Background: an optimization exercise with open tools, aiming at small area, a short achievable clock period and few clock cycles per item. Do not read the settings as production practice. At most, simulation tests tie the RTL to the original design; equivalence was not proved.

Setup of the reference run:
==> module SME, before the edit <==
module SME(clk,reset,chardata,isstring,ispattern,valid,match,match_index);
input clk;
input reset;
input [7:0] chardata;
input isstring;
input ispattern;
output match;
output [4:0] match_index;
output valid;
localparam [6:0] HAT    = 7'h5E ;  
localparam [6:0] DOLLAR = 7'h24 ;  
localparam [6:0] POINT  = 7'h2E ;  
localparam [6:0] STAR   = 7'h2A ;  
localparam [6:0] SPACE  = 7'h20 ;  
reg  [6:0] str_B_rf [0:31];
reg  [5:0] str_length_cnt;
reg        isstring_d, ispattern_d;
reg [32:0] F;
reg  [4:0] off;           
reg        star_seen;
reg        valid_r, match_r;
reg  [4:0] match_index_r;
wire [6:0] c = chardata[6:0];
wire c_hat    = c == HAT;
wire c_dollar = c == DOLLAR;
wire c_star   = c == STAR;
wire c_point  = c == POINT;
wire c_body   = ~c_hat & ~c_star & ~c_dollar;
wire first    = ispattern & ~ispattern_d;
wire [31:0] inS;      
wire [31:0] sp;       
wire [31:0] eq;       
genvar j;
generate
for (j = 0; j < 32; j = j + 1) begin: POS
    assign inS[j] = str_length_cnt > 31 - j;
    assign sp[j]  = str_B_rf[j] == SPACE;
    assign eq[j]  = c_point | str_B_rf[j] == c;
end
endgenerate
wire [32:0] hatmask = {1'b0, inS & ~{inS[30:0], 1'b0} | inS & {sp[30:0], 1'b0}};
wire [32:0] dmask   = {1'b1, sp};
wire [32:0] pre [0:6];
assign pre[0] = F;
genvar l;
generate
for (l = 0; l < 6; l = l + 1) begin: PRE
    for (j = 0; j < 33; j = j + 1) begin: B
        if ((j >> l) & 1)
            assign pre[l+1][j] = pre[l][j] | pre[l][((j >> l) << l) - 1];
        else
            assign pre[l+1][j] = pre[l][j];
    end
end
endgenerate
reg [4:0] fs;
integer k;
always @(*) begin
    fs = 5'd0;
    for (k = 32; k >= 0; k = k - 1)
        if (F[k]) fs = k[4:0];
end
wire [4:0] fs_idx = fs + off;
integer i;
always @(posedge clk)
begin: STR_RF
    if(isstring)
    begin
        for (i = 0; i < 31; i = i + 1)
            str_B_rf[i] <= str_B_rf[i+1];
        str_B_rf[31] <= c;
    end
end
always @(posedge clk)
begin: LEN_CNT
    if(isstring)
        str_length_cnt <= isstring_d ? str_length_cnt + 6'd1 : 6'd1;
end
always @(posedge clk or posedge reset)
begin: FLAGS
    if(reset)
    begin
        isstring_d  <= 1'b0;
        ispattern_d <= 1'b0;
        valid_r     <= 1'b0;
        match_r     <= 1'b0;
    end
    else
    begin
        isstring_d  <= isstring;
        ispattern_d <= ispattern;
        valid_r     <= ispattern_d & ~ispattern;
        match_r     <= ispattern_d & ~ispattern & (|F);
    end
end
always @(posedge clk)
begin: MATCH
    if(c_hat)
        F <= hatmask;
    else if(c_star)
        F <= first ? {1'b1, inS} : pre[6];
    else if(c_dollar)
        F <= F & dmask;
    else
        F <= {(first ? inS : F[31:0]) & eq, 1'b0};
    off       <= (first ? str_length_cnt[4:0] : off) - {4'd0, c_body};
    star_seen <= (first ? 1'b0 : star_seen) | c_star;
    if(first)
        match_index_r <= 5'd0;
    else if(!star_seen)
        match_index_r <= fs_idx;
end
assign valid       = valid_r;
assign match       = match_r;
assign match_index = match_index_r;
endmodule
==> flow/config.mk <==
export PLATFORM = sky130hd
export DESIGN_NAME = SME
export DESIGN_NICKNAME = SME
export VERILOG_FILES = /design/flow/design.v
export SDC_FILE = /design/flow/constraint.sdc
export NUM_CORES = 4
export LEC_CHECK = 0
export ABC_CLOCK_PERIOD_IN_PS = 2700
export CAP_MARGIN = 20
export CORE_MARGIN = 2
export CORE_UTILIZATION = 40
export CTS_CLUSTER_DIAMETER = 80
export CTS_CLUSTER_SIZE = 30
export SETUP_SLACK_MARGIN = 4.0
export SLEW_MARGIN = 20
==> flow/constraint.sdc <==
create_clock -name core_clock -period 6.5 [get_ports {clk}]
set_input_delay 1.3000 -clock core_clock [delete_from_list [all_inputs] [get_ports {clk}]]
set_output_delay 1.3000 -clock core_clock [all_outputs]
set_load 0.01 [all_outputs]
standard.sh (not shown) runs the stock make flow with config.mk's settings and CLKGATE_MAP_FILE= SYNTH_SCRIPT=/design/flow/synth_recipe.tcl, a recipe that flattens the netlist after the stock synthesis.
==> flow/flow/run.sh <==
#!/bin/bash
# The standard layout (standard.sh), with timing repair free to resize a
# gate to a cell of another footprint: the platform sets MATCH_CELL_FOOTPRINT=1,
# which limits resizing to cells of the same size.  make's full output goes to
# standard.log; the ORFS tools' own logs stay under orfs/logs.
set -euo pipefail
bash standard.sh MATCH_CELL_FOOTPRINT=0 finish > standard.log 2>&1
Testbench counts of the reference run, summed over its fixed seeds: cycles 12,373, items 1,114.
Modified inputs, the trial run compared to the reference run
--- a/flow/design.v
+++ b/flow/design.v
@@ -18,4 +18,5 @@
 reg [32:0] F;
 reg  [4:0] off;           
+reg        dol_d;         
 reg        star_seen;
 reg        valid_r, match_r;
@@ -26,5 +27,8 @@
 wire c_star   = c == STAR;
 wire c_point  = c == POINT;
-wire c_body   = ~c_hat & ~c_star & ~c_dollar;
+wire c_hat_u    = c[5:0] == HAT[5:0];
+wire c_dollar_u = {c[6], c[4:0]} == {DOLLAR[6], DOLLAR[4:0]};
+wire c_star_u   = {c[6], c[4:0]} == {STAR[6], STAR[4:0]};
+wire c_point_u  = {c[6], c[4:0]} == {POINT[6], POINT[4:0]};
 wire first    = ispattern & ~ispattern_d;
 wire [31:0] inS;      
@@ -36,5 +40,5 @@
     assign inS[j] = str_length_cnt > 31 - j;
     assign sp[j]  = str_B_rf[j] == SPACE;
-    assign eq[j]  = c_point | str_B_rf[j] == c;
+    assign eq[j]  = (j < 16 ? c_point : c_point_u) | str_B_rf[j] == c;
 end
 endgenerate
@@ -61,5 +65,5 @@
         if (F[k]) fs = k[4:0];
 end
-wire [4:0] fs_idx = fs + off;
+wire [4:0] fs_idx = fs + off + {4'd0, dol_d};
 integer i;
 always @(posedge clk)
@@ -97,12 +101,21 @@
 begin: MATCH
     if(c_hat)
-        F <= hatmask;
+        F[15:0] <= hatmask[15:0];
     else if(c_star)
-        F <= first ? {1'b1, inS} : pre[6];
+        F[15:0] <= first ? inS[15:0] : pre[6][15:0];
     else if(c_dollar)
-        F <= F & dmask;
+        F[15:0] <= F[15:0] & dmask[15:0];
     else
-        F <= {(first ? inS : F[31:0]) & eq, 1'b0};
-    off       <= (first ? str_length_cnt[4:0] : off) - {4'd0, c_body};
+        F[15:0] <= {(first ? inS[14:0] : F[14:0]) & eq[14:0], 1'b0};
+    if(c_hat_u)
+        F[32:16] <= hatmask[32:16];
+    else if(c_star_u)
+        F[32:16] <= first ? {1'b1, inS[31:16]} : pre[6][32:16];
+    else if(c_dollar_u)
+        F[32:16] <= F[32:16] & dmask[32:16];
+    else
+        F[32:16] <= (first ? inS[31:15] : F[31:15]) & eq[31:15];
+    off       <= first ? (c_hat ? str_length_cnt[4:0] : str_length_cnt[4:0] - 5'd1) : off - 5'd1;
+    dol_d     <= c_dollar;
     star_seen <= (first ? 1'b0 : star_seen) | c_star;
     if(first)
--- outcome ---
Cell count after synthesis of the trial run exceeds that of the reference run by a few percent. The sequential share of layout area was comparable across the reference run and the trial run. Cmp the trial run vs the reference run: peak clock frequency supported by timing lower in the trial run. Higher area after synthesis was reported by the trial run, not the reference run. Side by side, path length in cells of the critical path turned out higher in the trial run than in the reference run.
The RTL of the trial run was laid out without a check of its function.

==> what the ideal ports hide <==
Ports are ideal in the flow. The routed layouts listed here were re-timed in OpenROAD. Step 1 assumes that a clkbuf_16 drives the clock port and a buf_2 every other input. Step 2 adds t to the input delays and takes it off the output delays; t is the mean of the earliest and latest rising clock arrival at the registers after step 1. Input paths then give back, and output paths get back, about the clock's delay inside the block. Slacks: no drivers / after step 1 / after step 2; pairs: no drivers / after step 1.
run	shift t [ns]	setup WS [ns]	hold slack, ns	latest minus earliest clock arrival (ns)	worst data-port slew with drivers (ns)
the reference run	0.564	3.705 / 3.705 / 3.141	0.489 / 0.489 / 0.489	0.038 / 0.038	0.08
the trial run	0.562	3.637 / 3.637 / 3.472	0.485 / 0.485 / 0.485	0.022 / 0.023	0.09
After both steps every run listed still meets setup and hold. For the reference run, which loses most, drivers alone change the setup slack by 0.000 ns; drivers and shift together by -0.564 ns.
